What follows belongs to an exercise in optimizing a design on an open flow for small area; a production flow would make more cautious choices. In this exercise RTL edits were held to simulation tests only and were not proved equivalent to the original. Power figures rest on the tool's default switching activity, not on a simulated workload.

File: flow/design.v
`timescale 1ns / 1ps
module prbs9(enable, o_bit, rst, clk);
    output  o_bit;
    input   enable;
    input   clk;
    input   rst;
    parameter SEED = 9'b110101010;
    reg [8:0] buffer;
    always @(posedge clk) begin
        if (rst)
            buffer <= SEED;
        else if (enable)
            buffer <= {buffer[0] ^ buffer[4], buffer[8:1]};
    end
    assign o_bit = buffer[0];
endmodule
`timescale 1ns / 1ps
module tx(i_tx, enable, o_tx, clk, rst);
    output [7:0] o_tx;
    input   i_tx;
    input   clk;
    input   rst;
    input   enable;
    reg [23:0] buffer_in;
    reg [1:0]  phase;
    reg        zero;
    always @(posedge clk) begin
        if (rst) begin
            buffer_in <= 24'd0;
            phase     <= 2'd3;
            zero      <= 1'b1;
        end else if (enable) begin
            buffer_in <= {i_tx, buffer_in[23:1]};
            phase     <= phase + 2'd1;
            zero      <= 1'b0;
        end
    end
    wire [7:0] t0 = (buffer_in[3] ? (buffer_in[7] ? (buffer_in[11] ? (buffer_in[15] ? (buffer_in[19] ? 8'h3e : 8'h3a) : (buffer_in[19] ? 8'h4c : 8'h48)) : (buffer_in[15] ? (buffer_in[19] ? 8'hae : 8'haa) : (buffer_in[19] ? 8'hbc : 8'hb8))) : (buffer_in[11] ? (buffer_in[15] ? (buffer_in[19] ? 8'h4c : 8'h48) : (buffer_in[19] ? 8'h5a : 8'h56)) : (buffer_in[15] ? (buffer_in[19] ? 8'hbc : 8'hb8) : (buffer_in[19] ? 8'hca : 8'hc6)))) : (buffer_in[7] ? (buffer_in[11] ? (buffer_in[15] ? (buffer_in[19] ? 8'h3a : 8'h36) : (buffer_in[19] ? 8'h48 : 8'h44)) : (buffer_in[15] ? (buffer_in[19] ? 8'haa : 8'ha6) : (buffer_in[19] ? 8'hb8 : 8'hb4))) : (buffer_in[11] ? (buffer_in[15] ? (buffer_in[19] ? 8'h48 : 8'h44) : (buffer_in[19] ? 8'h56 : 8'h52)) : (buffer_in[15] ? (buffer_in[19] ? 8'hb8 : 8'hb4) : (buffer_in[19] ? 8'hc6 : 8'hc2)))));
    wire [7:0] t1 = (buffer_in[0] ? (buffer_in[8] ? (buffer_in[12] ? (buffer_in[16] ? 8'h3b : 8'h51) : (buffer_in[16] ? 8'hbf : 8'hd5)) : (buffer_in[12] ? (buffer_in[16] ? 8'h27 : 8'h3d) : (buffer_in[16] ? 8'hab : 8'hc1))) : (buffer_in[8] ? (buffer_in[12] ? (buffer_in[16] ? 8'h3f : 8'h55) : (buffer_in[16] ? 8'hc3 : 8'hd9)) : (buffer_in[12] ? (buffer_in[16] ? 8'h2b : 8'h41) : (buffer_in[16] ? 8'haf : 8'hc5))));
    wire [7:0] t2 = (buffer_in[1] ? (buffer_in[5] ? (buffer_in[9] ? (buffer_in[13] ? (buffer_in[17] ? (buffer_in[21] ? 8'h3e : 8'h40) : (buffer_in[21] ? 8'h48 : 8'h4a)) : (buffer_in[17] ? (buffer_in[21] ? 8'hf4 : 8'hf6) : (buffer_in[21] ? 8'hfe : 8'h00))) : (buffer_in[13] ? (buffer_in[17] ? (buffer_in[21] ? 8'hf4 : 8'hf6) : (buffer_in[21] ? 8'hfe : 8'h00)) : (buffer_in[17] ? (buffer_in[21] ? 8'haa : 8'hac) : (buffer_in[21] ? 8'hb4 : 8'hb6)))) : (buffer_in[9] ? (buffer_in[13] ? (buffer_in[17] ? (buffer_in[21] ? 8'h48 : 8'h4a) : (buffer_in[21] ? 8'h52 : 8'h54)) : (buffer_in[17] ? (buffer_in[21] ? 8'hfe : 8'h00) : (buffer_in[21] ? 8'h08 : 8'h0a))) : (buffer_in[13] ? (buffer_in[17] ? (buffer_in[21] ? 8'hfe : 8'h00) : (buffer_in[21] ? 8'h08 : 8'h0a)) : (buffer_in[17] ? (buffer_in[21] ? 8'hb4 : 8'hb6) : (buffer_in[21] ? 8'hbe : 8'hc0))))) : (buffer_in[5] ? (buffer_in[9] ? (buffer_in[13] ? (buffer_in[17] ? (buffer_in[21] ? 8'h40 : 8'h42) : (buffer_in[21] ? 8'h4a : 8'h4c)) : (buffer_in[17] ? (buffer_in[21] ? 8'hf6 : 8'hf8) : (buffer_in[21] ? 8'h00 : 8'h02))) : (buffer_in[13] ? (buffer_in[17] ? (buffer_in[21] ? 8'hf6 : 8'hf8) : (buffer_in[21] ? 8'h00 : 8'h02)) : (buffer_in[17] ? (buffer_in[21] ? 8'hac : 8'hae) : (buffer_in[21] ? 8'hb6 : 8'hb8)))) : (buffer_in[9] ? (buffer_in[13] ? (buffer_in[17] ? (buffer_in[21] ? 8'h4a : 8'h4c) : (buffer_in[21] ? 8'h54 : 8'h56)) : (buffer_in[17] ? (buffer_in[21] ? 8'h00 : 8'h02) : (buffer_in[21] ? 8'h0a : 8'h0c))) : (buffer_in[13] ? (buffer_in[17] ? (buffer_in[21] ? 8'h00 : 8'h02) : (buffer_in[21] ? 8'h0a : 8'h0c)) : (buffer_in[17] ? (buffer_in[21] ? 8'hb6 : 8'hb8) : (buffer_in[21] ? 8'hc0 : 8'hc2))))));
    wire [7:0] t3 = (buffer_in[6] ? (buffer_in[10] ? (buffer_in[14] ? (buffer_in[22] ? 8'h3b : 8'h3f) : (buffer_in[22] ? 8'h27 : 8'h2b)) : (buffer_in[14] ? (buffer_in[22] ? 8'hbf : 8'hc3) : (buffer_in[22] ? 8'hab : 8'haf))) : (buffer_in[10] ? (buffer_in[14] ? (buffer_in[22] ? 8'h51 : 8'h55) : (buffer_in[22] ? 8'h3d : 8'h41)) : (buffer_in[14] ? (buffer_in[22] ? 8'hd5 : 8'hd9) : (buffer_in[22] ? 8'hc1 : 8'hc5))));
    wire [7:0] s = phase[1] ? (phase[0] ? t3 : t2) : (phase[0] ? t1 : t0);
    assign o_tx = zero ? 8'd0 : s;
endmodule
`timescale 1ns / 1ps
module rx(clk, rst, enable, i_rx, i_sw, o_rx);
    input clk;
    input rst;
    input enable;
    input signed [7:0] i_rx;
    input [1:0] i_sw;
    output reg o_rx;
    reg [1:0] down_counter;
    reg sgn;
    reg [7:0] s1;
    reg [7:0] s2;
    reg [7:0] s3;
    reg [7:0] s4;
    reg [7:0] s5;
    reg [7:0] s6;
    reg [7:0] s7;
    reg [7:0] s8;
    reg [7:0] s9;
    reg [7:0] s10;
    reg [7:0] s11;
    reg [7:0] s12;
    reg [7:0] s13;
    reg [7:0] s14;
    reg [7:0] s15;
    reg [7:0] s16;
    reg [7:0] s17;
    reg [7:0] s18;
    reg [7:0] s19;
    reg [7:0] s20;
    reg [7:0] s21;
    reg [7:0] s22;
    reg [7:0] s23;
    wire n1 = s6[0] ^ s18[0];
    wire n2 = s6[0] & s18[0];
    wire n3 = (s6[1] ^ s18[1]) ^ n2;
    wire n4 = (s6[1] & (s18[1] | n2)) | (s18[1] & n2);
    wire n5 = (s6[2] ^ s18[2]) ^ n4;
    wire n6 = (s6[2] & (s18[2] | n4)) | (s18[2] & n4);
    wire n7 = (s6[3] ^ s18[3]) ^ n6;
    wire n8 = (s6[3] & (s18[3] | n6)) | (s18[3] & n6);
    wire n9 = (s6[4] ^ s18[4]) ^ n8;
    wire n10 = (s6[4] & (s18[4] | n8)) | (s18[4] & n8);
    wire n11 = (s6[5] ^ s18[5]) ^ n10;
    wire n12 = (s6[5] & (s18[5] | n10)) | (s18[5] & n10);
    wire n13 = (s6[6] ^ s18[6]) ^ n12;
    wire n14 = (s6[6] & (s18[6] | n12)) | (s18[6] & n12);
    wire n15 = (s6[7] ^ s18[7]) ^ n14;
    wire n16 = (s6[7] & (s18[7] | n14)) | (s18[7] & n14);
    wire n17 = s7[0] ^ s17[0];
    wire n18 = s7[0] & s17[0];
    wire n19 = (s7[1] ^ s17[1]) ^ n18;
    wire n20 = (s7[1] & (s17[1] | n18)) | (s17[1] & n18);
    wire n21 = (s7[2] ^ s17[2]) ^ n20;
    wire n22 = (s7[2] & (s17[2] | n20)) | (s17[2] & n20);
    wire n23 = (s7[3] ^ s17[3]) ^ n22;
    wire n24 = (s7[3] & (s17[3] | n22)) | (s17[3] & n22);
    wire n25 = (s7[4] ^ s17[4]) ^ n24;
    wire n26 = (s7[4] & (s17[4] | n24)) | (s17[4] & n24);
    wire n27 = (s7[5] ^ s17[5]) ^ n26;
    wire n28 = (s7[5] & (s17[5] | n26)) | (s17[5] & n26);
    wire n29 = (s7[6] ^ s17[6]) ^ n28;
    wire n30 = (s7[6] & (s17[6] | n28)) | (s17[6] & n28);
    wire n31 = (s7[7] ^ s17[7]) ^ n30;
    wire n32 = (s7[7] & (s17[7] | n30)) | (s17[7] & n30);
    wire n33 = s8[0] ^ s16[0];
    wire n34 = s8[0] & s16[0];
    wire n35 = (s8[1] ^ s16[1]) ^ n34;
    wire n36 = (s8[1] & (s16[1] | n34)) | (s16[1] & n34);
    wire n37 = (s8[2] ^ s16[2]) ^ n36;
    wire n38 = (s8[2] & (s16[2] | n36)) | (s16[2] & n36);
    wire n39 = (s8[3] ^ s16[3]) ^ n38;
    wire n40 = (s8[3] & (s16[3] | n38)) | (s16[3] & n38);
    wire n41 = (s8[4] ^ s16[4]) ^ n40;
    wire n42 = (s8[4] & (s16[4] | n40)) | (s16[4] & n40);
    wire n43 = (s8[5] ^ s16[5]) ^ n42;
    wire n44 = (s8[5] & (s16[5] | n42)) | (s16[5] & n42);
    wire n45 = (s8[6] ^ s16[6]) ^ n44;
    wire n46 = (s8[6] & (s16[6] | n44)) | (s16[6] & n44);
    wire n47 = (s8[7] ^ s16[7]) ^ n46;
    wire n48 = (s8[7] & (s16[7] | n46)) | (s16[7] & n46);
    wire n49 = s9[0] ^ s15[0];
    wire n50 = s9[0] & s15[0];
    wire n51 = (s9[1] ^ s15[1]) ^ n50;
    wire n52 = (s9[1] & (s15[1] | n50)) | (s15[1] & n50);
    wire n53 = (s9[2] ^ s15[2]) ^ n52;
    wire n54 = (s9[2] & (s15[2] | n52)) | (s15[2] & n52);
    wire n55 = (s9[3] ^ s15[3]) ^ n54;
    wire n56 = (s9[3] & (s15[3] | n54)) | (s15[3] & n54);
    wire n57 = (s9[4] ^ s15[4]) ^ n56;
    wire n58 = (s9[4] & (s15[4] | n56)) | (s15[4] & n56);
    wire n59 = (s9[5] ^ s15[5]) ^ n58;
    wire n60 = (s9[5] & (s15[5] | n58)) | (s15[5] & n58);
    wire n61 = (s9[6] ^ s15[6]) ^ n60;
    wire n62 = (s9[6] & (s15[6] | n60)) | (s15[6] & n60);
    wire n63 = (s9[7] ^ s15[7]) ^ n62;
    wire n64 = (s9[7] & (s15[7] | n62)) | (s15[7] & n62);
    wire n65 = s10[0] ^ s14[0];
    wire n66 = s10[0] & s14[0];
    wire n67 = (s10[1] ^ s14[1]) ^ n66;
    wire n68 = (s10[1] & (s14[1] | n66)) | (s14[1] & n66);
    wire n69 = (s10[2] ^ s14[2]) ^ n68;
    wire n70 = (s10[2] & (s14[2] | n68)) | (s14[2] & n68);
    wire n71 = (s10[3] ^ s14[3]) ^ n70;
    wire n72 = (s10[3] & (s14[3] | n70)) | (s14[3] & n70);
    wire n73 = (s10[4] ^ s14[4]) ^ n72;
    wire n74 = (s10[4] & (s14[4] | n72)) | (s14[4] & n72);
    wire n75 = (s10[5] ^ s14[5]) ^ n74;
    wire n76 = (s10[5] & (s14[5] | n74)) | (s14[5] & n74);
    wire n77 = (s10[6] ^ s14[6]) ^ n76;
    wire n78 = (s10[6] & (s14[6] | n76)) | (s14[6] & n76);
    wire n79 = (s10[7] ^ s14[7]) ^ n78;
    wire n80 = (s10[7] & (s14[7] | n78)) | (s14[7] & n78);
    wire n81 = s11[0] ^ s13[0];
    wire n82 = s11[0] & s13[0];
    wire n83 = (s11[1] ^ s13[1]) ^ n82;
    wire n84 = (s11[1] & (s13[1] | n82)) | (s13[1] & n82);
    wire n85 = (s11[2] ^ s13[2]) ^ n84;
    wire n86 = (s11[2] & (s13[2] | n84)) | (s13[2] & n84);
    wire n87 = (s11[3] ^ s13[3]) ^ n86;
    wire n88 = (s11[3] & (s13[3] | n86)) | (s13[3] & n86);
    wire n89 = (s11[4] ^ s13[4]) ^ n88;
    wire n90 = (s11[4] & (s13[4] | n88)) | (s13[4] & n88);
    wire n91 = (s11[5] ^ s13[5]) ^ n90;
    wire n92 = (s11[5] & (s13[5] | n90)) | (s13[5] & n90);
    wire n93 = (s11[6] ^ s13[6]) ^ n92;
    wire n94 = (s11[6] & (s13[6] | n92)) | (s13[6] & n92);
    wire n95 = (s11[7] ^ s13[7]) ^ n94;
    wire n96 = (s11[7] & (s13[7] | n94)) | (s13[7] & n94);
    wire n97 = s1[3] ^ s23[3];
    wire n98 = s1[3] & s23[3];
    wire n99 = (s1[4] ^ s23[4]) ^ s2[5];
    wire n100 = (s1[4] & (s23[4] | s2[5])) | (s23[4] & s2[5]);
    wire n101 = s22[5] ^ s4[4];
    wire n102 = s22[5] & s4[4];
    wire n103 = (s1[5] ^ s23[5]) ^ s2[6];
    wire n104 = (s1[5] & (s23[5] | s2[6])) | (s23[5] & s2[6]);
    wire n105 = (s22[6] ^ s4[5]) ^ s20[5];
    wire n106 = (s22[6] & (s4[5] | s20[5])) | (s4[5] & s20[5]);
    wire n107 = n13 ^ n9;
    wire n108 = n13 & n9;
    wire n109 = (s1[6] ^ s23[6]) ^ s2[7];
    wire n110 = (s1[6] & (s23[6] | s2[7])) | (s23[6] & s2[7]);
    wire n111 = (s22[7] ^ s4[6]) ^ s20[6];
    wire n112 = (s22[7] & (s4[6] | s20[6])) | (s4[6] & s20[6]);
    wire n113 = (n15 ^ n11) ^ n31;
    wire n114 = (n15 & (n11 | n31)) | (n11 & n31);
    wire n115 = (s1[7] ^ s23[7]) ^ s4[7];
    wire n116 = (s1[7] & (s23[7] | s4[7])) | (s23[7] & s4[7]);
    wire n117 = (s20[7] ^ n16) ^ n13;
    wire n118 = (s20[7] & (n16 | n13)) | (n16 & n13);
    wire n119 = n32 ^ n31;
    wire n120 = n32 & n31;
    wire n121 = s1[0] ^ s23[0];
    wire n122 = s1[0] & s23[0];
    wire n123 = (s1[1] ^ s23[1]) ^ s2[2];
    wire n124 = (s1[1] & (s23[1] | s2[2])) | (s23[1] & s2[2]);
    wire n125 = (s22[2] ^ s4[1]) ^ s20[1];
    wire n126 = (s22[2] & (s4[1] | s20[1])) | (s4[1] & s20[1]);
    wire n127 = (s1[2] ^ s23[2]) ^ s2[3];
    wire n128 = (s1[2] & (s23[2] | s2[3])) | (s23[2] & s2[3]);
    wire n129 = (s22[3] ^ s4[2]) ^ s20[2];
    wire n130 = (s22[3] & (s4[2] | s20[2])) | (s4[2] & s20[2]);
    wire n131 = (n7 ^ n3) ^ n23;
    wire n132 = (n7 & (n3 | n23)) | (n3 & n23);
    wire n133 = (n21 ^ n17) ^ n33;
    wire n134 = (n21 & (n17 | n33)) | (n17 & n33);
    wire n135 = (n97 ^ s2[4]) ^ s22[4];
    wire n136 = (n97 & (s2[4] | s22[4])) | (s2[4] & s22[4]);
    wire n137 = (s4[3] ^ s20[3]) ^ n9;
    wire n138 = (s4[3] & (s20[3] | n9)) | (s20[3] & n9);
    wire n139 = (n5 ^ n25) ^ n23;
    wire n140 = (n5 & (n25 | n23)) | (n25 & n23);
    wire n141 = (n19 ^ n35) ^ n55;
    wire n142 = (n19 & (n35 | n55)) | (n35 & n55);
    wire n143 = (n51 ^ n73) ^ n69;
    wire n144 = (n51 & (n73 | n69)) | (n73 & n69);
    wire n145 = (n98 ^ n99) ^ n101;
    wire n146 = (n98 & (n99 | n101)) | (n99 & n101);
    wire n147 = (s20[4] ^ n11) ^ n7;
    wire n148 = (s20[4] & (n11 | n7)) | (n11 & n7);
    wire n149 = (n27 ^ n25) ^ n21;
    wire n150 = (n27 & (n25 | n21)) | (n25 & n21);
    wire n151 = (n37 ^ n57) ^ n53;
    wire n152 = (n37 & (n57 | n53)) | (n57 & n53);
    wire n153 = (n75 ^ n71) ^ n65;
    wire n154 = (n75 & (n71 | n65)) | (n71 & n65);
    wire n155 = (n100 ^ n102) ^ n103;
    wire n156 = (n100 & (n102 | n103)) | (n102 & n103);
    wire n157 = (n105 ^ n107) ^ n29;
    wire n158 = (n105 & (n107 | n29)) | (n107 & n29);
    wire n159 = (n27 ^ n23) ^ n39;
    wire n160 = (n27 & (n23 | n39)) | (n23 & n39);
    wire n161 = (n59 ^ n55) ^ n77;
    wire n162 = (n59 & (n55 | n77)) | (n55 & n77);
    wire n163 = (n73 ^ n67) ^ n81;
    wire n164 = (n73 & (n67 | n81)) | (n67 & n81);
    wire n165 = ~s12[3];
    wire n166 = (n45 ^ n91) ^ n165;
    wire n167 = (n45 & (n91 | n165)) | (n91 & n165);
    wire n168 = (n104 ^ n106) ^ n108;
    wire n169 = (n104 & (n106 | n108)) | (n106 & n108);
    wire n170 = (n109 ^ n111) ^ n113;
    wire n171 = (n109 & (n111 | n113)) | (n111 & n113);
    wire n172 = (n29 ^ n25) ^ n41;
    wire n173 = (n29 & (n25 | n41)) | (n25 & n41);
    wire n174 = (n61 ^ n57) ^ n79;
    wire n175 = (n61 & (n57 | n79)) | (n57 & n79);
    wire n176 = (n75 ^ n69) ^ n83;
    wire n177 = (n75 & (n69 | n83)) | (n69 & n83);
    wire n178 = ~s12[4];
    wire n179 = (n47 ^ n93) ^ n178;
    wire n180 = (n47 & (n93 | n178)) | (n93 & n178);
    wire n181 = (n110 ^ n112) ^ n114;
    wire n182 = (n110 & (n112 | n114)) | (n112 & n114);
    wire n183 = (n115 ^ n117) ^ n119;
    wire n184 = (n115 & (n117 | n119)) | (n117 & n119);
    wire n185 = (n27 ^ n43) ^ n63;
    wire n186 = (n27 & (n43 | n63)) | (n43 & n63);
    wire n187 = (n59 ^ n80) ^ n77;
    wire n188 = (n59 & (n80 | n77)) | (n80 & n77);
    wire n189 = (n71 ^ n85) ^ s12[5];
    wire n190 = (n71 & (n85 | s12[5])) | (n85 & s12[5]);
    wire n191 = n48 ^ n95;
    wire n192 = ~n48 | ~n95;
    wire n193 = (n116 ^ n118) ^ n120;
    wire n194 = (n116 & (n118 | n120)) | (n118 & n120);
    wire n195 = (n15 ^ n32) ^ n29;
    wire n196 = (n15 & (n32 | n29)) | (n32 & n29);
    wire n197 = (n45 ^ n64) ^ n61;
    wire n198 = (n45 & (n64 | n61)) | (n64 & n61);
    wire n199 = (n79 ^ n73) ^ n87;
    wire n200 = (n79 & (n73 | n87)) | (n73 & n87);
    wire n201 = n16 ^ n31;
    wire n202 = n16 & n31;
    wire n203 = (n121 ^ s2[1]) ^ s22[1];
    wire n204 = (n121 & (s2[1] | s22[1])) | (s2[1] & s22[1]);
    wire n205 = (s4[0] ^ s20[0]) ^ n3;
    wire n206 = (s4[0] & (s20[0] | n3)) | (s20[0] & n3);
    wire n207 = (n122 ^ n123) ^ n125;
    wire n208 = (n122 & (n123 | n125)) | (n123 & n125);
    wire n209 = (n5 ^ n1) ^ n21;
    wire n210 = (n5 & (n1 | n21)) | (n1 & n21);
    wire n211 = (n19 ^ n51) ^ n69;
    wire n212 = (n19 & (n51 | n69)) | (n51 & n69);
    wire n213 = (n124 ^ n126) ^ n127;
    wire n214 = (n124 & (n126 | n127)) | (n126 & n127);
    wire n215 = (n129 ^ n131) ^ n133;
    wire n216 = (n129 & (n131 | n133)) | (n131 & n133);
    wire n217 = (n53 ^ n49) ^ n71;
    wire n218 = (n53 & (n49 | n71)) | (n49 & n71);
    wire n219 = n67 ^ s12[0];
    wire n220 = n67 & s12[0];
    wire n221 = (n128 ^ n130) ^ n132;
    wire n222 = (n128 & (n130 | n132)) | (n130 & n132);
    wire n223 = (n134 ^ n135) ^ n137;
    wire n224 = (n134 & (n135 | n137)) | (n135 & n137);
    wire n225 = (n139 ^ n141) ^ n143;
    wire n226 = (n139 & (n141 | n143)) | (n141 & n143);
    wire n227 = n41 ^ n87;
    wire n228 = ~n41 | ~n87;
    wire n229 = (n136 ^ n138) ^ n140;
    wire n230 = (n136 & (n138 | n140)) | (n138 & n140);
    wire n231 = (n142 ^ n144) ^ n145;
    wire n232 = (n142 & (n144 | n145)) | (n144 & n145);
    wire n233 = (n147 ^ n149) ^ n151;
    wire n234 = (n147 & (n149 | n151)) | (n149 & n151);
    wire n235 = (s12[2] ^ n43) ^ n89;
    wire n236 = (s12[2] & (n43 | n89)) | (n43 & n89);
    wire n237 = (n146 ^ n148) ^ n150;
    wire n238 = (n146 & (n148 | n150)) | (n148 & n150);
    wire n239 = (n152 ^ n154) ^ s12[2];
    wire n240 = (n152 & (n154 | s12[2])) | (n154 & s12[2]);
    wire n241 = (n155 ^ n157) ^ n159;
    wire n242 = (n155 & (n157 | n159)) | (n157 & n159);
    wire n243 = (n161 ^ n163) ^ s12[0];
    wire n244 = (n161 & (n163 | s12[0])) | (n163 & s12[0]);
    wire n245 = (n156 ^ n158) ^ n160;
    wire n246 = (n156 & (n158 | n160)) | (n158 & n160);
    wire n247 = (n162 ^ n164) ^ n168;
    wire n248 = (n162 & (n164 | n168)) | (n164 & n168);
    wire n249 = (n170 ^ n172) ^ n174;
    wire n250 = (n170 & (n172 | n174)) | (n172 & n174);
    wire n251 = ~n176;
    wire n252 = (n167 ^ n179) ^ n251;
    wire n253 = (n167 & (n179 | n251)) | (n179 & n251);
    wire n254 = (n169 ^ n171) ^ n173;
    wire n255 = (n169 & (n171 | n173)) | (n171 & n173);
    wire n256 = (n175 ^ n177) ^ n181;
    wire n257 = (n175 & (n177 | n181)) | (n177 & n181);
    wire n258 = (n183 ^ n185) ^ n187;
    wire n259 = (n183 & (n185 | n187)) | (n185 & n187);
    wire n260 = ~n189;
    wire n261 = (n180 ^ n191) ^ n260;
    wire n262 = (n180 & (n191 | n260)) | (n191 & n260);
    wire n263 = (n182 ^ n184) ^ n186;
    wire n264 = (n182 & (n184 | n186)) | (n184 & n186);
    wire n265 = (n188 ^ n190) ^ n192;
    wire n266 = (n188 & (n190 | n192)) | (n190 & n192);
    wire n267 = (n193 ^ n195) ^ n197;
    wire n268 = (n193 & (n195 | n197)) | (n195 & n197);
    wire n269 = (n199 ^ s12[6]) ^ s12[3];
    wire n270 = (n199 & (s12[6] | s12[3])) | (s12[6] & s12[3]);
    wire n271 = (n194 ^ n196) ^ n198;
    wire n272 = (n194 & (n196 | n198)) | (n196 & n198);
    wire n273 = (n200 ^ n201) ^ n47;
    wire n274 = (n200 & (n201 | n47)) | (n201 & n47);
    wire n275 = (n63 ^ n80) ^ n75;
    wire n276 = (n63 & (n80 | n75)) | (n80 & n75);
    wire n277 = (n89 ^ s12[7]) ^ s12[4];
    wire n278 = (n89 & (s12[7] | s12[4])) | (s12[7] & s12[4]);
    wire n279 = (n202 ^ n32) ^ n48;
    wire n280 = (n202 & (n32 | n48)) | (n32 & n48);
    wire n281 = n64 ^ n77;
    wire n282 = n64 & n77;
    wire n283 = s2[0] ^ s22[0];
    wire n284 = s2[0] & s22[0];
    wire n285 = (n203 ^ n205) ^ n19;
    wire n286 = (n203 & (n205 | n19)) | (n205 & n19);
    wire n287 = (n17 ^ n49) ^ n67;
    wire n288 = (n17 & (n49 | n67)) | (n49 & n67);
    wire n289 = (n204 ^ n206) ^ n207;
    wire n290 = (n204 & (n206 | n207)) | (n206 & n207);
    wire n291 = (n209 ^ n211) ^ n65;
    wire n292 = (n209 & (n211 | n65)) | (n211 & n65);
    wire n293 = n37 ^ n83;
    wire n294 = n37 | n83;
    wire n295 = (n208 ^ n210) ^ n212;
    wire n296 = (n208 & (n210 | n212)) | (n210 & n212);
    wire n297 = (n213 ^ n215) ^ n217;
    wire n298 = (n213 & (n215 | n217)) | (n215 & n217);
    wire n299 = ~n219;
    wire n300 = (n299 ^ n39) ^ n85;
    wire n301 = (n299 & (n39 | n85)) | (n39 & n85);
    wire n302 = (n214 ^ n216) ^ n218;
    wire n303 = (n214 & (n216 | n218)) | (n216 & n218);
    wire n304 = (n220 ^ n221) ^ n223;
    wire n305 = (n220 & (n221 | n223)) | (n221 & n223);
    wire n306 = ~n227;
    wire n307 = (n306 ^ n225) ^ s12[1];
    wire n308 = (n306 & (n225 | s12[1])) | (n225 & s12[1]);
    wire n309 = (n222 ^ n224) ^ n226;
    wire n310 = (n222 & (n224 | n226)) | (n224 & n226);
    wire n311 = (n228 ^ n229) ^ n231;
    wire n312 = (n228 & (n229 | n231)) | (n229 & n231);
    wire n313 = ~n235;
    wire n314 = (n313 ^ n233) ^ n153;
    wire n315 = (n313 & (n233 | n153)) | (n233 & n153);
    wire n316 = (n230 ^ n232) ^ n234;
    wire n317 = (n230 & (n232 | n234)) | (n232 & n234);
    wire n318 = (n237 ^ n239) ^ n241;
    wire n319 = (n237 & (n239 | n241)) | (n239 & n241);
    wire n320 = ~n243;
    wire n321 = (n320 ^ n236) ^ n166;
    wire n322 = (n320 & (n236 | n166)) | (n236 & n166);
    wire n323 = (n238 ^ n240) ^ n242;
    wire n324 = (n238 & (n240 | n242)) | (n240 & n242);
    wire n325 = (n244 ^ n245) ^ n247;
    wire n326 = (n244 & (n245 | n247)) | (n245 & n247);
    wire n327 = ~n252;
    wire n328 = (n327 ^ n249) ^ s12[1];
    wire n329 = (n327 & (n249 | s12[1])) | (n249 & s12[1]);
    wire n330 = (n246 ^ n248) ^ n250;
    wire n331 = (n246 & (n248 | n250)) | (n248 & n250);
    wire n332 = (n254 ^ n256) ^ n258;
    wire n333 = (n254 & (n256 | n258)) | (n256 & n258);
    wire n334 = ~s12[2];
    wire n335 = (n334 ^ n253) ^ n261;
    wire n336 = (n334 & (n253 | n261)) | (n253 & n261);
    wire n337 = (n255 ^ n257) ^ n259;
    wire n338 = (n255 & (n257 | n259)) | (n257 & n259);
    wire n339 = (n263 ^ n265) ^ n267;
    wire n340 = (n263 & (n265 | n267)) | (n265 & n267);
    wire n341 = ~n269;
    wire n342 = (n341 ^ n262) ^ n96;
    wire n343 = (n341 & (n262 | n96)) | (n262 & n96);
    wire n344 = (n264 ^ n266) ^ n268;
    wire n345 = (n264 & (n266 | n268)) | (n266 & n268);
    wire n346 = (n270 ^ n271) ^ n273;
    wire n347 = (n270 & (n271 | n273)) | (n271 & n273);
    wire n348 = n275 ^ n277;
    wire n349 = n275 | n277;
    wire n350 = (n272 ^ n274) ^ n276;
    wire n351 = (n272 & (n274 | n276)) | (n274 & n276);
    wire n352 = (n278 ^ n279) ^ n281;
    wire n353 = (n278 & (n279 | n281)) | (n279 & n281);
    wire n354 = n91 ^ s12[5];
    wire n355 = n91 | s12[5];
    wire n356 = (n280 ^ n282) ^ n79;
    wire n357 = (n280 & (n282 | n79)) | (n282 & n79);
    wire n358 = (n283 ^ n1) ^ n17;
    wire n359 = (n283 & (n1 | n17)) | (n1 & n17);
    wire n360 = (n284 ^ n285) ^ n287;
    wire n361 = (n284 & (n285 | n287)) | (n285 & n287);
    wire n362 = n35 ^ n81;
    wire n363 = n35 | n81;
    wire n364 = (n286 ^ n288) ^ n289;
    wire n365 = (n286 & (n288 | n289)) | (n288 & n289);
    wire n366 = n291 ^ n293;
    wire n367 = n291 | n293;
    wire n368 = (n290 ^ n292) ^ n295;
    wire n369 = (n290 & (n292 | n295)) | (n292 & n295);
    wire n370 = ~n297;
    wire n371 = (n370 ^ n294) ^ n300;
    wire n372 = (n370 & (n294 | n300)) | (n294 & n300);
    wire n373 = (n296 ^ n298) ^ n302;
    wire n374 = (n296 & (n298 | n302)) | (n298 & n302);
    wire n375 = ~n301;
    wire n376 = (n375 ^ n304) ^ n307;
    wire n377 = (n375 & (n304 | n307)) | (n304 & n307);
    wire n378 = (n303 ^ n305) ^ n308;
    wire n379 = (n303 & (n305 | n308)) | (n305 & n308);
    wire n380 = (n309 ^ n311) ^ n314;
    wire n381 = (n309 & (n311 | n314)) | (n311 & n314);
    wire n382 = (n310 ^ n312) ^ n315;
    wire n383 = (n310 & (n312 | n315)) | (n312 & n315);
    wire n384 = ~n321;
    wire n385 = (n384 ^ n316) ^ n318;
    wire n386 = (n384 & (n316 | n318)) | (n316 & n318);
    wire n387 = (n317 ^ n319) ^ n323;
    wire n388 = (n317 & (n319 | n323)) | (n319 & n323);
    wire n389 = ~n322;
    wire n390 = (n389 ^ n325) ^ n328;
    wire n391 = (n389 & (n325 | n328)) | (n325 & n328);
    wire n392 = (n324 ^ n326) ^ n329;
    wire n393 = (n324 & (n326 | n329)) | (n326 & n329);
    wire n394 = ~n335;
    wire n395 = (n394 ^ n330) ^ n332;
    wire n396 = (n394 & (n330 | n332)) | (n330 & n332);
    wire n397 = (n331 ^ n333) ^ n337;
    wire n398 = (n331 & (n333 | n337)) | (n333 & n337);
    wire n399 = ~n339;
    wire n400 = (n399 ^ n336) ^ n342;
    wire n401 = (n399 & (n336 | n342)) | (n336 & n342);
    wire n402 = (n338 ^ n340) ^ n344;
    wire n403 = (n338 & (n340 | n344)) | (n340 & n344);
    wire n404 = ~n346;
    wire n405 = (n404 ^ n343) ^ n348;
    wire n406 = (n404 & (n343 | n348)) | (n343 & n348);
    wire n407 = (n345 ^ n347) ^ n349;
    wire n408 = (n345 & (n347 | n349)) | (n347 & n349);
    wire n409 = ~n354;
    wire n410 = (n409 ^ n350) ^ n352;
    wire n411 = (n409 & (n350 | n352)) | (n350 & n352);
    wire n412 = (n351 ^ n353) ^ n355;
    wire n413 = (n351 & (n353 | n355)) | (n353 & n355);
    wire n414 = (n356 ^ n93) ^ s12[6];
    wire n415 = (n356 & (n93 | s12[6])) | (n93 & s12[6]);
    wire n416 = (n357 ^ n80) ^ n95;
    wire n417 = (n357 & (n80 | n95)) | (n80 & n95);
    wire n418 = n358 ^ n65;
    wire n419 = n358 & n65;
    wire n420 = (n359 ^ n360) ^ n362;
    wire n421 = (n359 & (n360 | n362)) | (n360 & n362);
    wire n422 = ~n361;
    wire n423 = (n363 ^ n366) ^ n422;
    wire n424 = (n363 & (n366 | n422)) | (n366 & n422);
    wire n425 = (n365 ^ n367) ^ n368;
    wire n426 = (n365 & (n367 | n368)) | (n367 & n368);
    wire n427 = (n369 ^ n373) ^ n376;
    wire n428 = (n369 & (n373 | n376)) | (n373 & n376);
    wire n429 = (n374 ^ n377) ^ n378;
    wire n430 = (n374 & (n377 | n378)) | (n377 & n378);
    wire n431 = (n379 ^ n381) ^ n382;
    wire n432 = (n379 & (n381 | n382)) | (n381 & n382);
    wire n433 = (n383 ^ n386) ^ n387;
    wire n434 = (n383 & (n386 | n387)) | (n386 & n387);
    wire n435 = (n388 ^ n391) ^ n392;
    wire n436 = (n388 & (n391 | n392)) | (n391 & n392);
    wire n437 = (n393 ^ n396) ^ n397;
    wire n438 = (n393 & (n396 | n397)) | (n396 & n397);
    wire n439 = ~n398;
    wire n440 = (n401 ^ n405) ^ n439;
    wire n441 = (n401 & (n405 | n439)) | (n405 & n439);
    wire n442 = (n403 ^ n407) ^ n410;
    wire n443 = (n403 & (n407 | n410)) | (n407 & n410);
    wire n444 = (n408 ^ n411) ^ n412;
    wire n445 = (n408 & (n411 | n412)) | (n411 & n412);
    wire n446 = (n413 ^ n415) ^ n416;
    wire n447 = (n413 & (n415 | n416)) | (n415 & n416);
    wire n448 = n417 ^ n96;
    wire n449 = n417 & n96;
    wire n450 = n419 ^ n420;
    wire n451 = n419 | n420;
    wire n452 = ~n423;
    wire n453 = (n452 ^ n421) ^ n364;
    wire n454 = (n452 & (n421 | n364)) | (n421 & n364);
    wire n455 = ~n425;
    wire n456 = (n455 ^ n424) ^ n371;
    wire n457 = (n455 & (n424 | n371)) | (n424 & n371);
    wire n458 = ~n372;
    wire n459 = (n458 ^ n426) ^ n427;
    wire n460 = (n458 & (n426 | n427)) | (n426 & n427);
    wire n461 = (n428 ^ n429) ^ n380;
    wire n462 = (n428 & (n429 | n380)) | (n429 & n380);
    wire n463 = (n430 ^ n431) ^ n385;
    wire n464 = (n430 & (n431 | n385)) | (n431 & n385);
    wire n465 = (n432 ^ n433) ^ n390;
    wire n466 = (n432 & (n433 | n390)) | (n433 & n390);
    wire n467 = (n434 ^ n435) ^ n395;
    wire n468 = (n434 & (n435 | n395)) | (n435 & n395);
    wire n469 = ~n400;
    wire n470 = (n469 ^ n436) ^ n437;
    wire n471 = (n469 & (n436 | n437)) | (n436 & n437);
    wire n472 = ~n440;
    wire n473 = (n472 ^ n438) ^ n402;
    wire n474 = (n472 & (n438 | n402)) | (n438 & n402);
    wire n475 = ~n442;
    wire n476 = (n475 ^ n441) ^ n406;
    wire n477 = (n475 & (n441 | n406)) | (n441 & n406);
    wire n478 = (n443 ^ n444) ^ n414;
    wire n479 = (n443 & (n444 | n414)) | (n444 & n414);
    wire n480 = (n445 ^ n446) ^ s12[7];
    wire n481 = (n445 & (n446 | s12[7])) | (n446 & s12[7]);
    wire n482 = n447 ^ n448;
    wire n483 = n447 | n448;
    wire n484 = n418 ^ n33;
    wire n485 = n418 | n33;
    wire n486 = ~n418;
    wire n487 = (n486 ^ n450) ^ n485;
    wire n488 = (n486 & (n450 | n485)) | (n450 & n485);
    wire n489 = ~n488;
    wire n490 = (n451 ^ n453) ^ n489;
    wire n491 = (n451 & (n453 | n489)) | (n453 & n489);
    wire n492 = ~n456;
    wire n493 = (n454 ^ n492) ^ n491;
    wire n494 = (n454 & (n492 | n491)) | (n492 & n491);
    wire n495 = ~n457;
    wire n496 = (n495 ^ n459) ^ n494;
    wire n497 = (n495 & (n459 | n494)) | (n459 & n494);
    wire n498 = (n460 ^ n461) ^ n497;
    wire n499 = (n460 & (n461 | n497)) | (n461 & n497);
    wire n500 = (n462 ^ n463) ^ n499;
    wire n501 = (n462 & (n463 | n499)) | (n463 & n499);
    wire n502 = (n464 ^ n465) ^ n501;
    wire n503 = (n464 & (n465 | n501)) | (n465 & n501);
    wire n504 = (n466 ^ n467) ^ n503;
    wire n505 = (n466 & (n467 | n503)) | (n467 & n503);
    wire n506 = (n468 ^ n470) ^ n505;
    wire n507 = (n468 & (n470 | n505)) | (n470 & n505);
    wire n508 = (n471 ^ n473) ^ n507;
    wire n509 = (n471 & (n473 | n507)) | (n473 & n507);
    wire n510 = ~n476;
    wire n511 = (n474 ^ n510) ^ n509;
    wire n512 = (n474 & (n510 | n509)) | (n510 & n509);
    wire n513 = ~n477;
    wire n514 = (n513 ^ n478) ^ n512;
    wire n515 = (n513 & (n478 | n512)) | (n478 & n512);
    wire n516 = (n479 ^ n480) ^ n515;
    wire n517 = (n479 & (n480 | n515)) | (n480 & n515);
    wire n518 = ~n482;
    wire n519 = (n481 ^ n518) ^ n517;
    wire n520 = (n481 & (n518 | n517)) | (n518 & n517);
    wire neg = n449 ^ n483 ^ n520;
    always @(posedge clk) begin
        if (rst) begin
            s1 <= 8'h7f;
            s2 <= 8'h7f;
            s3 <= 8'h7f;
            s4 <= 8'h80;
            s5 <= 8'h80;
            s6 <= 8'h7f;
            s7 <= 8'h7f;
            s8 <= 8'h7f;
            s9 <= 8'h80;
            s10 <= 8'h80;
            s11 <= 8'h80;
            s12 <= 8'h80;
            s13 <= 8'h80;
            s14 <= 8'h80;
            s15 <= 8'h80;
            s16 <= 8'h7f;
            s17 <= 8'h7f;
            s18 <= 8'h7f;
            s19 <= 8'h7f;
            s20 <= 8'h80;
            s21 <= 8'h80;
            s22 <= 8'h7f;
            s23 <= 8'h7f;
            sgn <= 1'b0;
            o_rx <= 1'b0;
            down_counter <= 2'd0;
        end else if (enable) begin
            s1 <= i_rx ^ 8'h7f;
            s2 <= s1;
            s3 <= s2;
            s4 <= s3 ^ 8'hff;
            s5 <= s4;
            s6 <= s5 ^ 8'hff;
            s7 <= s6;
            s8 <= s7;
            s9 <= s8 ^ 8'hff;
            s10 <= s9;
            s11 <= s10;
            s12 <= s11;
            s13 <= s12;
            s14 <= s13;
            s15 <= s14;
            s16 <= s15 ^ 8'hff;
            s17 <= s16;
            s18 <= s17;
            s19 <= s18;
            s20 <= s19 ^ 8'hff;
            s21 <= s20;
            s22 <= s21 ^ 8'hff;
            s23 <= s22;
            sgn <= neg;
            down_counter <= down_counter + 2'd1;
            if (down_counter == i_sw)
                o_rx <= ~sgn;
        end
    end
endmodule
`timescale 1ns / 1ps
module ber(clk, rst, enable, clk_count, i_prbs, i_rx, o_err);
    input  clk;
    input  rst;
    input  enable;
    input  [1:0] clk_count;
    input  i_prbs;
    input  i_rx;
    output o_err;
    reg [512:0] ring;
    reg [3:0] cap;
    reg       o_error;
    reg [8:0] count;
    reg       started;
    reg       error;
    reg [8:0] ber_shift;
    assign o_err = o_error;
    wire [31:0] taps;
    genvar g;
    generate
        for (g = 0; g < 32; g = g + 1) begin : g_tap
            assign taps[g] = ring[16*g];
        end
    endgenerate
    wire       tap    = taps[ber_shift[6:2]];
    wire [1:0] wslot  = count[1:0] - 2'd1;
    wire [1:0] rslot  = count[1:0] - ber_shift[1:0] - 2'd1;
    wire       now    = (ber_shift[1:0] == 2'd0) & (ber_shift[8:7] == 2'd3);
    wire       hist   = now ? tap : cap[rslot];
    wire       valid  = started;
    wire       miss   = (valid & hist) ^ i_prbs;
    wire       last   = (ber_shift == ~count);
    always @(posedge clk) begin
        ring <= {ring[511:0], enable ? i_rx : ring[512]};
        if (clk_count == {~ber_shift[8], ber_shift[7]})
            cap[wslot] <= tap;
    end
    always @(posedge clk) begin
        if (rst) begin
            o_error   <= 1'b0;
            count     <= 9'd0;
            started   <= 1'b0;
            error     <= 1'b0;
            ber_shift <= 9'd0;
        end else if (enable) begin
            count <= count + 9'd1;
            started <= 1'b1;
            error <= error | miss;
            if (last) begin
                if (!error) begin
                    o_error <= 1'b1;
                    error   <= miss;
                end else begin
                    ber_shift <= ber_shift + 9'd1;
                    error     <= 1'b0;
                    o_error   <= 1'b0;
                end
            end
        end
    end
endmodule
`timescale 1ns / 1ps
module top_level(
                rst,
                CLK100MHZ,
                i_switch,
                o_led,
                o_tx,
                o_rx
                );
    input       rst;
    input       CLK100MHZ;
    input [3:0] i_switch;
    output      o_led;
    output [7:0] o_tx;
    output      o_rx;
    parameter SEED   = 9'b110101010;
    wire        o_prbs;
    wire        reset;
    reg [1:0]   clk_count;
    reg         enable;
    assign reset  = ~rst;
    always @(posedge CLK100MHZ) begin
        if (reset) begin
            clk_count <= 2'd0;
            enable    <= 1'b0;
        end else begin
            clk_count <= clk_count + 2'd1;
            enable    <= (clk_count == 2'd0);
        end
    end
    prbs9 #(.SEED(SEED)) prbs_r(
        .clk   (CLK100MHZ),
        .enable(enable),
        .rst   (reset),
        .o_bit (o_prbs)
    );
    tx tx_r(
        .clk   (CLK100MHZ),
        .rst   (reset),
        .enable(i_switch[0]),
        .i_tx  (o_prbs),
        .o_tx  (o_tx)
    );
    rx rx_r(
        .clk   (CLK100MHZ),
        .rst   (reset),
        .enable(i_switch[1]),
        .i_rx  (o_tx),
        .i_sw  (i_switch[2:1]),
        .o_rx  (o_rx)
    );
    ber ber_r(
        .clk      (CLK100MHZ),
        .rst      (reset),
        .enable   (enable),
        .clk_count(clk_count),
        .i_prbs   (o_prbs),
        .i_rx     (o_rx),
        .o_err    (o_led)
    );
endmodule
File: flow/flow/bubble.py
#!/usr/bin/env python3
"""Push inverters through full-adder cells of a mapped netlist.

A full adder is self-dual: FA(~a,~b,~c) = (~s, ~co). Flipping an adder
cell (complementing all its inputs and outputs) can remove inverters between
adders. The netlist keeps the same function; only inverter cells and the
connections of adder pins change. Every other cell keeps its connections.
usage: bubble.py in.v out.v"""
import re, sys, collections

src = open(sys.argv[1]).read()
FA = re.compile(r'sky130_fd_sc_hd__fa_\d+$')
INV = re.compile(r'sky130_fd_sc_hd__(clk)?inv_\d+$')

m = re.search(r'\bmodule\s+(\S+)\s*\((.*?)\);', src, re.S)
body_start = m.end()
end = src.rindex('endmodule')
body = src[body_start:end]

# split body into statements
stmts = [s.strip() for s in body.split(';')]
cells = []      # (type, name, [(pin, net)], raw)
others = []
for s in stmts:
    if not s:
        continue
    cm = re.match(r'(sky130_fd_sc_hd__\w+)\s+(\S+)\s*\((.*)\)\s*$', s, re.S)
    if cm:
        pins = re.findall(r'\.(\w+)\(\s*([^()]*?)\s*\)', cm.group(3))
        cells.append([cm.group(1), cm.group(2), pins])
    else:
        others.append(s)

OUTP = {'X', 'Y', 'Q', 'Q_N', 'SUM', 'COUT'}
drv = {}
for i, (t, n, pins) in enumerate(cells):
    for p, net in pins:
        if p in OUTP:
            drv[net] = (i, p)

def root(net):
    """follow inverters back: returns (root net, polarity)"""
    pol = 0
    seen = 0
    while net in drv and INV.match(cells[drv[net][0]][0]):
        i = drv[net][0]
        net = dict(cells[i][2])['A']
        pol ^= 1
        seen += 1
        if seen > 50:
            break
    return net, pol

fa_idx = [i for i, c in enumerate(cells) if FA.match(c[0])]
flip = {i: 0 for i in fa_idx}
# loads: list of (cell index, pin, root, required polarity wrt root before flips)
loads = []
for i, (t, n, pins) in enumerate(cells):
    if INV.match(t):
        continue
    for p, net in pins:
        if p in OUTP:
            continue
        r, pol = root(net)
        loads.append((i, p, r, pol))
# port / assign loads: nets used in 'assign' statements or module outputs
port_nets = set()
for s in others:
    if s.startswith('assign'):
        for tok in re.findall(r'[\\]?[\w\[\]\.$]+', s.split('=', 1)[1]):
            port_nets.add(tok)
hdr_outputs = set()
for s in others:
    om = re.match(r'output\s+(\[[^\]]*\]\s*)?(\S+)', s)
    if om:
        hdr_outputs.add(om.group(2))
fixed_need = collections.defaultdict(set)   # root -> set of polarities needed by fixed loads
for net in list(port_nets) + list(hdr_outputs):
    if net in drv:
        r, pol = root(net)
        fixed_need[r].add(pol)

by_root = collections.defaultdict(list)
for k, (i, p, r, pol) in enumerate(loads):
    by_root[r].append(k)
fa_out_root = {}
for i in fa_idx:
    for p, net in cells[i][2]:
        if p in ('SUM', 'COUT'):
            fa_out_root[net] = i

def phys(r):
    i = fa_out_root.get(r)
    return flip[i] if i is not None else 0

def need(k):
    i, p, r, pol = loads[k]
    if i in flip:
        return pol ^ flip[i]
    return pol

def root_cost(r):
    ph = phys(r)
    pols = {need(k) for k in by_root[r]} | fixed_need.get(r, set())
    return 1 if any(q != ph for q in pols) else 0

def fa_roots(i):
    rs = set()
    for p, net in cells[i][2]:
        if p in OUTP:
            rs.add(net)
        else:
            rs.add(root(net)[0])
    return rs

roots_of = {i: fa_roots(i) for i in fa_idx}
before = sum(root_cost(r) for r in set(by_root) | set(fixed_need))
improved = True
passes = 0
while improved and passes < 50:
    improved = False
    passes += 1
    for i in fa_idx:
        rs = roots_of[i]
        c0 = sum(root_cost(r) for r in rs)
        flip[i] ^= 1
        c1 = sum(root_cost(r) for r in rs)
        if c1 < c0:
            improved = True
        else:
            flip[i] ^= 1
after = sum(root_cost(r) for r in set(by_root) | set(fixed_need))
sys.stderr.write('inverter roots needed: %d -> %d, flipped %d of %d adders\n'
                 % (before, after, sum(flip.values()), len(fa_idx)))

# rebuild: remove all inverters whose outputs are only used via roots; create
# one inverter per root that needs one. Inverters driving fixed loads
# (ports/assigns) are rebuilt too.
new_cells = []
inv_net = {}
cnt = [0]
def inv_of(r):
    if r not in inv_net:
        cnt[0] += 1
        n = '_bp_n%d_' % cnt[0]
        inv_net[r] = n
        new_cells.append(['sky130_fd_sc_hd__inv_1', '_bp_inv%d_' % cnt[0], [('A', r), ('Y', n)]])
    return inv_net[r]

kept = []
for i, (t, n, pins) in enumerate(cells):
    if INV.match(t):
        continue
    newpins = []
    for p, net in pins:
        if p in OUTP:
            newpins.append((p, net))
            continue
        r, pol = root(net)
        q = pol ^ (flip[i] if i in flip else 0)
        newpins.append((p, r if q == phys(r) else inv_of(r)))
    kept.append([t, n, newpins])
# fixed loads on nets: those nets were driven by inverters; re-drive them.
extra = []
for s in others:
    pass
decl_wires = []
fixed_nets = {}
for net in list(port_nets) + list(hdr_outputs):
    if net in drv and INV.match(cells[drv[net][0]][0]):
        r, pol = root(net)
        src_net = r if pol == phys(r) else None
        if src_net is None:
            cnt[0] += 1
            extra.append(['sky130_fd_sc_hd__inv_1', '_bp_inv%d_' % cnt[0], [('A', r), ('Y', net)]])
        else:
            cnt[0] += 1
            extra.append(['sky130_fd_sc_hd__buf_1', '_bp_buf%d_' % cnt[0], [('A', r), ('X', net)]])
# nets that were driven by old inverters and still referenced only by
# non-cell statements are handled above. Wires for new nets:
for r, n in inv_net.items():
    decl_wires.append('wire %s' % n)

out = [src[:body_start]]
for s in others:
    out.append('  %s ;\n' % s)
for w in decl_wires:
    out.append('  %s ;\n' % w)
for t, n, pins in kept + new_cells + extra:
    out.append('  %s %s (%s);\n' % (t, n, ', '.join('.%s(%s )' % pp for pp in pins)))
out.append('endmodule\n')
open(sys.argv[2], 'w').write(''.join(out))
File: flow/config.mk
export PLATFORM = sky130hd
export DESIGN_NAME = top_level
export DESIGN_NICKNAME = top_level
export VERILOG_FILES = /design/flow/design.v
export SDC_FILE = /design/flow/constraint.sdc
export NUM_CORES = 4
export LEC_CHECK = 0
export ABC_AREA = 1
export CAP_MARGIN = 20
export CORE_MARGIN = 2
export CORE_UTILIZATION = 75
export CTS_BUF_LIST = sky130_fd_sc_hd__clkbuf_16
export CTS_CLUSTER_DIAMETER = 60
export CTS_CLUSTER_SIZE = 28
export SLEW_MARGIN = 20
File: flow/flow/abc_map.script
strash
&get -n
&deepsyn -T 30
&nf -R 1000 -p -F 10 -C 32
&put
topo
stime -c
File: flow/flow/run.sh
#!/bin/bash
# Layout flow: the standard flow with these changes:
# - synthesis skips the quick "abc -fast" pass at the end of Yosys's fine
#   stage, so that extract_fa sees the full adders of the RTL as written
#   (abc -fast restructures them and extract_fa then surrounds the adders it
#   finds with inverters);
# - the final technology mapping uses flow/abc_map.script, an area-oriented
#   ABC script, instead of ORFS's abc_area.script;
# - after synthesis, flow/bubble.py moves inverters across full-adder cells
#   (a full adder is self-dual), which removes some inverters; registers and
#   all other cells are untouched;
# - ports are buffered with sky130_fd_sc_hd__buf_1 instead of the delay
#   buffer buffer_ports picks by default.
# Everything else, including the naming and flattening of synth_recipe.tcl and
# all steps after synthesis, is the standard flow.
set -euo pipefail
W=$PWD
ABC_SCRIPT="$W/flow/abc_map.script"
R="$W/orfs/results/$FLOW_PLATFORM/top_level/base"
sed -e 's/synth -top \$::env(DESIGN_NAME) -run fine: {\*}\$synth_full_args/synth -top $::env(DESIGN_NAME) -run fine: -noabc {*}$synth_full_args/' \
    -e "s#^source \$::env(SCRIPTS_DIR)/synth_preamble.tcl\$#&\nset my_i [expr {[lsearch \$abc_args -script] + 1}]\nset abc_args [lreplace \$abc_args \$my_i \$my_i $ABC_SCRIPT]#" \
    "$FLOW_HOME/scripts/synth.tcl" > "$W/synth_custom.tcl"
grep -q -- '-run fine: -noabc' "$W/synth_custom.tcl" || { echo "could not patch synth.tcl (abc -fast)" >&2; exit 1; }
grep -q -- "$ABC_SCRIPT" "$W/synth_custom.tcl" || { echo "could not patch synth.tcl (abc script)" >&2; exit 1; }
sed "s#source \$::env(SCRIPTS_DIR)/synth.tcl#source $W/synth_custom.tcl#" synth_recipe.tcl > "$W/synth_recipe_custom.tcl"
grep -q "synth_custom.tcl" "$W/synth_recipe_custom.tcl" || { echo "could not patch synth_recipe.tcl" >&2; exit 1; }
MAKEVARS=(SYNTH_SCRIPT="$W/synth_recipe_custom.tcl" BUFFER_PORTS_ARGS="-buffer_cell sky130_fd_sc_hd__buf_1")
bash standard.sh "${MAKEVARS[@]}" "$R/1_2_yosys.v" > "$W/flow_synth.log" 2>&1
cp "$R/1_2_yosys.v" "$W/1_2_yosys_before_bubble.v"
python3 "$W/flow/bubble.py" "$W/1_2_yosys_before_bubble.v" "$R/1_2_yosys.v" > "$W/bubble.log" 2>&1
bash standard.sh "${MAKEVARS[@]}" finish > "$W/flow_make.log" 2>&1
File: flow/constraint.sdc
create_clock -name core_clock -period 10.0 [get_ports {CLK100MHZ}]
set_input_delay 2.0000 -clock core_clock [delete_from_list [all_inputs] [get_ports {CLK100MHZ}]]
set_output_delay 2.0000 -clock core_clock [all_outputs]
set_load 0.01 [all_outputs]
File: flow/standard.sh
#!/bin/bash
# synth_recipe.tcl (not shown) runs the flow's synth.tcl, then flattens the netlist and writes it again
# the make line also repeats each setting of config.mk as NAME=value (left out here)
make -C /OpenROAD-flow-scripts/flow DESIGN_CONFIG=/design/flow/config.mk WORK_HOME=/design/flow/orfs CLKGATE_MAP_FILE= SYNTH_SCRIPT=/design/flow/synth_recipe.tcl "${@:-finish}"
==> impl_metrics.ini, run 1 <==
[critical_path]
path_class = reg -> reg
critical_path.top_delay_family = adder cells
crit_path_start_kind = register
cp_max_fo = 3
r2r-start = rx_r.s18[0]
crit_arrival_ns = 10.13
r2r-end = rx_r.sgn
crit_top_cell = fa_2
reg2reg_depth = 29
required_ns = 10.52
max_stage_delay_ns = 0.62
crit_path_end_kind = register
crit_path_top_delay_cell = fa_2
cp-endpoint = rx_r.sgn
worstPathBufferInverterCount = 0
rrSetupSlack_ns = 0.39
startpoint = rx_r.s18[0]
cp.depth = 29

[outcome]
status = finished clean

[detailed_routing]
drc = 0
wire_per_inst_um = 24.90
drt_iter0_drc = 1291
dr_total_vias = 12992
antenna_left = 0
firstDrtPassIters = 5
wirelength_mm = 52.18
viasPerCell = 6.201

[sta]
tightest_slew_ns = 1.096
setup_violations = 0
fin_crit_ns = 9.605
hold_ws_ns = 0.3060
skew_ns = 0.04233
fmax_mhz = 104.1
slew_violations = 0
slew-limit-headroom = 0.2692
period_share = 0.9605
final_hold_viol_count = 0
rsz0062_at_grt = no

[clock_tree]
cts_buffer_depth = 3
insertion_delay_ns = 0.59
cts_root_buf = clkbuf_16
clk_pin_slew_worst_paths_ns = 0.12
cts_tree = done
h-tree-depth = 2
cts_hold_buffers = 0
clock-sinks = 765
cts_buffers = 38

[place]
place_congestion = 0.8963
place_hpwl_mm = 30.29
portBuffers = 14

[logic_synthesis]
yosysWarnings = 5
synthesis.area_mm2 = 0.02360
syn_avg_cell_area_um2 = 14.60
syn_inst = 1616
synth_fp_nets = 1861

[global_routing]
antenna_found_initial = 4
first_global_vias = 13724
grt_use_total = 0.3173
grt-ovfl-total = 0
grt_max_degree = 99
grt_pass1_wl_mm = 78.92

[finish]
fin_nets = 1927
fillers = 1327
areaGrowthSynthToFinish_pct = 8.456
layout_common_cells = dfxtp_1 (761), fa_1 (182), a22o_1 (88)
final_common_cell = dfxtp_1
drive_gt1_frac = 0.05654

[run]
maxCapViolations = 0

[floorplanning]
ioPinCount = 16
row_count = 64
die_h_um = 181.4
die_area_mm2 = 0.03290
start_util = 0.7675
die-width_um = 181.4
core_mm2 = 0.03075

[pwr]
p_per_area_mw_per_mm2 = 203.0
p_leak_uw = 0.009927
ir_drop_mv = 0.2273
power.total_uw = 5197

[worst_hold_path]
hp-class = reg -> reg
[cell type report]
type	instances	area [um2]	area share
Antenna cell	1	2.502	0.00009777
Clock buffer	38	950.9	0.03715
Clock inverter	18	300.3	0.01173
Inverter	62	232.7	0.009092
Multi-Input combinational cell	789	8097	0.3163
Sequential cell	765	15350	0.5999
Tap cell	396	495.5	0.01936
Timing Repair Buffer	26	162.7	0.006355
[sequential cells by signal (all words and copies together) (netlist names), 9 cells and up]
name and flops:
ber_r.ber_shift 9, ber_r.count 9, tx_r.buffer_in 24, ber_r.ring 513
prbs_r.buffer 9
[worst register-to-register path, delay by kind of cell (launching register included)]
family / cells / cell delay (ns)
AO/OA/AOI/OAI: 7 / 0.70
flip-flops: 1 / 0.34
adder cells (fa/ha/maj): 19 / 8.20
AND/OR/NAND/NOR: 3 / 0.34
[report_power, final]
group / total, uW / switching [uW] / leakage (uW) / internal (uW)
logic: 263 / 158 / 0.00315 / 105
registers: 3110 / 30.4 / 0.00617 / 3080
clock network: 1830 / 1030 / 0.000604 / 794
[layer usage]
layer | wire length [um] | GRT usage | up-vias
met4 | 2909 | 0.1486 | 2
met1 | 20110 | 0.4046 | 6567
met5 | 13 | 0 | -
li1 | - | - | 5611
met2 | 25610 | 0.5344 | 601
met3 | 3529 | 0.05756 | 211
[repair_timing]
item	in CTS	in global routing
pin swaps	5	14
endpoints found under the setup margin	1	1
setup buffers	0	5
gates resized for setup	11	14
endpoints found under the hold margin	0	0
[worst min-delay path by stage]
| stage | startpoint | to | slack [ns] | depth (start not counted) |
|---|---|---|---|---|
| after detailed placement | ber_r.ring[356] | ber_r.ring[357] | 0.31 | 0 |
| after floorplan | ber_r.ring[99] | ber_r.ring[100] | 0.31 | 0 |
| after CTS | ber_r.ring[358] | ber_r.ring[359] | 0.33 | 0 |
| final | ber_r.ring[58] | ber_r.ring[59] | 0.31 | 0 |
| after global placement | ber_r.ring[337] | ber_r.ring[338] | 0.31 | 0 |
| after global routing | ber_r.ring[133] | ber_r.ring[134] | 0.33 | 0 |
[through the flow]
| step | util | setup TNS [ns] | area (um2) | instances | setup WS (ns) |
|---|---|---|---|---|---|
| floorplan | - | 0 | 23600 | 1616 | 0.4711 |
| global placement | 0.7874 | 0 | 24210 | 2032 | 0.1064 |
| detailed placement | 0.7874 | -0.2013 | 24210 | 2032 | -0.2013 |
| CTS | 0.8289 | 0 | 25490 | 2088 | 0.03115 |
| global route | 0.8323 | 0 | 25590 | 2094 | 0.1276 |
| finish | 0.8324 | 0 | 25600 | 2095 | 0.3947 |
==> run 2: changes to the inputs <==
--- a/flow/config.mk
+++ b/flow/config.mk
@@ -9,7 +9,7 @@
 export CAP_MARGIN = 20
 export CORE_MARGIN = 2
 export CORE_UTILIZATION = 75
-export CTS_BUF_LIST = sky130_fd_sc_hd__clkbuf_16
-export CTS_CLUSTER_DIAMETER = 60
-export CTS_CLUSTER_SIZE = 28
+export CTS_BUF_LIST = sky130_fd_sc_hd__clkbuf_8
+export CTS_CLUSTER_DIAMETER = 70
+export CTS_CLUSTER_SIZE = 20
 export SLEW_MARGIN = 20
==> run 2 against run 1 <==
  * Highest routed layer is now met4
  * Sequential cell count stayed put
  * Largest power group unchanged
  * Still clean
  * Utilization decreased by 1.5 points
  * Die area unchanged
  * Critical path type unchanged
  * Largest cell class unchanged
==> impl_metrics.ini, run 2 <==
[critical_path]
crit_path_start_kind = register
required_ns = 10.56
crit_path_end_kind = register
r2r-start = rx_r.s17[0]
crit_arrival_ns = 10.20
cp_max_fo = 3
reg2reg_depth = 29
path_class = reg -> reg
rrSetupSlack_ns = 0.36
crit_path_top_delay_cell = fa_2
crit_top_cell = fa_2
r2r-end = rx_r.sgn
max_stage_delay_ns = 0.62

[logic_synthesis]
yosysWarnings = 5
synth_fp_nets = 1861
synthesis.area_mm2 = 0.02360
syn_avg_cell_area_um2 = 14.60
syn_inst = 1616

[floorplanning]
row_count = 64
die_h_um = 181.4
die-width_um = 181.4
ioPinCount = 16
die_area_mm2 = 0.03290
core_mm2 = 0.03075
start_util = 0.7675

[global_routing]
grt-ovfl-total = 0
grt_pass1_wl_mm = 69.93
grt_max_degree = 99
grt_use_total = 0.2742
first_global_vias = 13024
antenna_found_initial = 0

[clock_tree]
cts_root_buf = clkbuf_8
h-tree-depth = 2
cts_tree = done
cts_buffers = 46
clock-sinks = 765
insertion_delay_ns = 0.62
cts_buffer_depth = 3
cts_hold_buffers = 0
clk_pin_slew_worst_paths_ns = 0.12

[finish]
final_common_cell = dfxtp_1
fin_nets = 1935
drive_gt1_frac = 0.05820
fin_util = 0.8173
largest_register = ber_r.ring
layout_common_cells = dfxtp_1 (761), fa_1 (184), a22o_1 (88)
antenna_cells = 0
largest_reg_flops = 513
areaGrowthSynthToFinish_pct = 6.495
reg.largest.list = ber_r.ring: 513 flops, tx_r.buffer_in: 24 flops

[sta]
slew-limit-headroom = 0.3058
rsz0062_at_grt = no
slew_violations = 0
hold_ws_ns = 0.3272
period_share = 0.9643
setup_violations = 0
final_hold_viol_count = 0
skew_ns = 0.02004
fin_crit_ns = 9.643
fmax_mhz = 103.7
tightest_slew_ns = 1.041

[pwr]
p_leak_uw = 0.009737
ir_drop_mv = 0.1927
p_per_area_mw_per_mm2 = 188.5

[worst_hold_path]
min_path_cells = 0
hold_path_end = ber_r.ring[55]
min_from = ber_r.ring[54]
hp-class = reg -> reg

[detailed_routing]
antenna_left = 0
drc = 0
firstDrtPassIters = 6
dr_total_vias = 12299
wirelength_mm = 43.78
drt_iter0_drc = 964
viasPerCell = 5.865
wire_per_inst_um = 20.88

[outcome]
status = finished clean

[place]
place_congestion = 0.8963
place_hpwl_mm = 30.29
portBuffers = 14

[run]
maxCapViolations = 0
[run 2: routing by layer]
metal	global-route usage	share of wire	vias to the layer above
li1	-	-	5612
met4	0.09463	0.038	0
met2	0.4674	0.50	376
met3	0.04332	0.046	133
met5	0	0	-
met1	0.3640	0.42	6178
[run 2: per-stage QoR]
step                      worst slack, ns  total power [uW]  instance area (um2)  cells  TNS, ns
after global placement             0.1064              3398                24210   2032        0
after global routing              0.01809              4896                25130   2097        0
final                              0.3571              4737                25130   2097        0
after floorplan                    0.4711              3341                23600   1616        0
after detailed placement          -0.2013              3419                24210   2032  -0.2013
after CTS                         0.02408              4755                25060   2092        0
[run 2: repair_timing]
action / in CTS / in global routing
resized for setup: 14 / 10
pin swaps: 2 / 11
setup endpoints to repair: 1 / 1
gates cloned: 0 / 0
setup buffers: 1 / 4
[run 2: critical path, delay by kind of cell, from the launching register on]
| kind | cells | cell delay [ns] |
|---|---|---|
| adder cells (fa/ha/maj) | 19 | 8.22 |
| flip-flops | 1 | 0.34 |
| AND/OR/NAND/NOR | 3 | 0.34 |
| AO/OA/AOI/OAI | 7 | 0.66 |
[run 2: report_power, final]
part | switching (uW) | internal [uW]
sequential | 28.9 | 3080
clock | 883 | 490
combinational | 153 | 105
[run 2: area by class of cell]
cell class	count	area [um2]
Clock buffer	49	674.4
Clock inverter	10	132.6
Fill cell	1521	5617
Inverter	62	232.7
Multi-Input combinational cell	789	8088
Sequential cell	765	15350
Tap cell	396	495.5
Timing Repair Buffer	26	155.1
[run 2: worst max-delay path by stage]
stage,from,to,slack (ns),cells past startpoint
3_5_place_dp,rx_r.s17[0],rx_r.sgn,-0.20,29
5_1_grt,rx_r.s17[0],rx_r.sgn,0.02,29
4_1_cts,rx_r.s17[0],rx_r.sgn,0.02,29
2_1_floorplan,rx_r.s17[0],rx_r.sgn,0.47,29
6_report,rx_r.s17[0],rx_r.sgn,0.36,29
3_3_place_gp,rx_r.s17[0],rx_r.sgn,0.11,29

## what the ideal ports hide
How much do the figures lean on ideal ports? The routed layouts below were timed once more, with nothing changed but the port constraints. Step 1, drivers: a clkbuf_16 drives CLK100MHZ and a buf_2 each remaining input, both assumed. Step 2 moves the port delays by t, midway between the first and last clock arrival at a register: inputs arrive t later, outputs are due t later. That takes back most of the time a late clock gives input paths. Three values: no drivers, after step 1, after step 2; two values: the first two.
run | t, ns | setup WS [ns] | worst setup path at the end | worst register clock-pin slew, ns | pins driven straight from the clock port
run 1 | 0.619 | 0.395 / 0.395 / 0.395 | register to register | 0.12 / 0.12 | 1
run 2 | 0.660 | 0.357 / 0.357 / 0.357 | register to register | 0.12 / 0.12 | 1
After both steps every run listed still meets setup and hold.
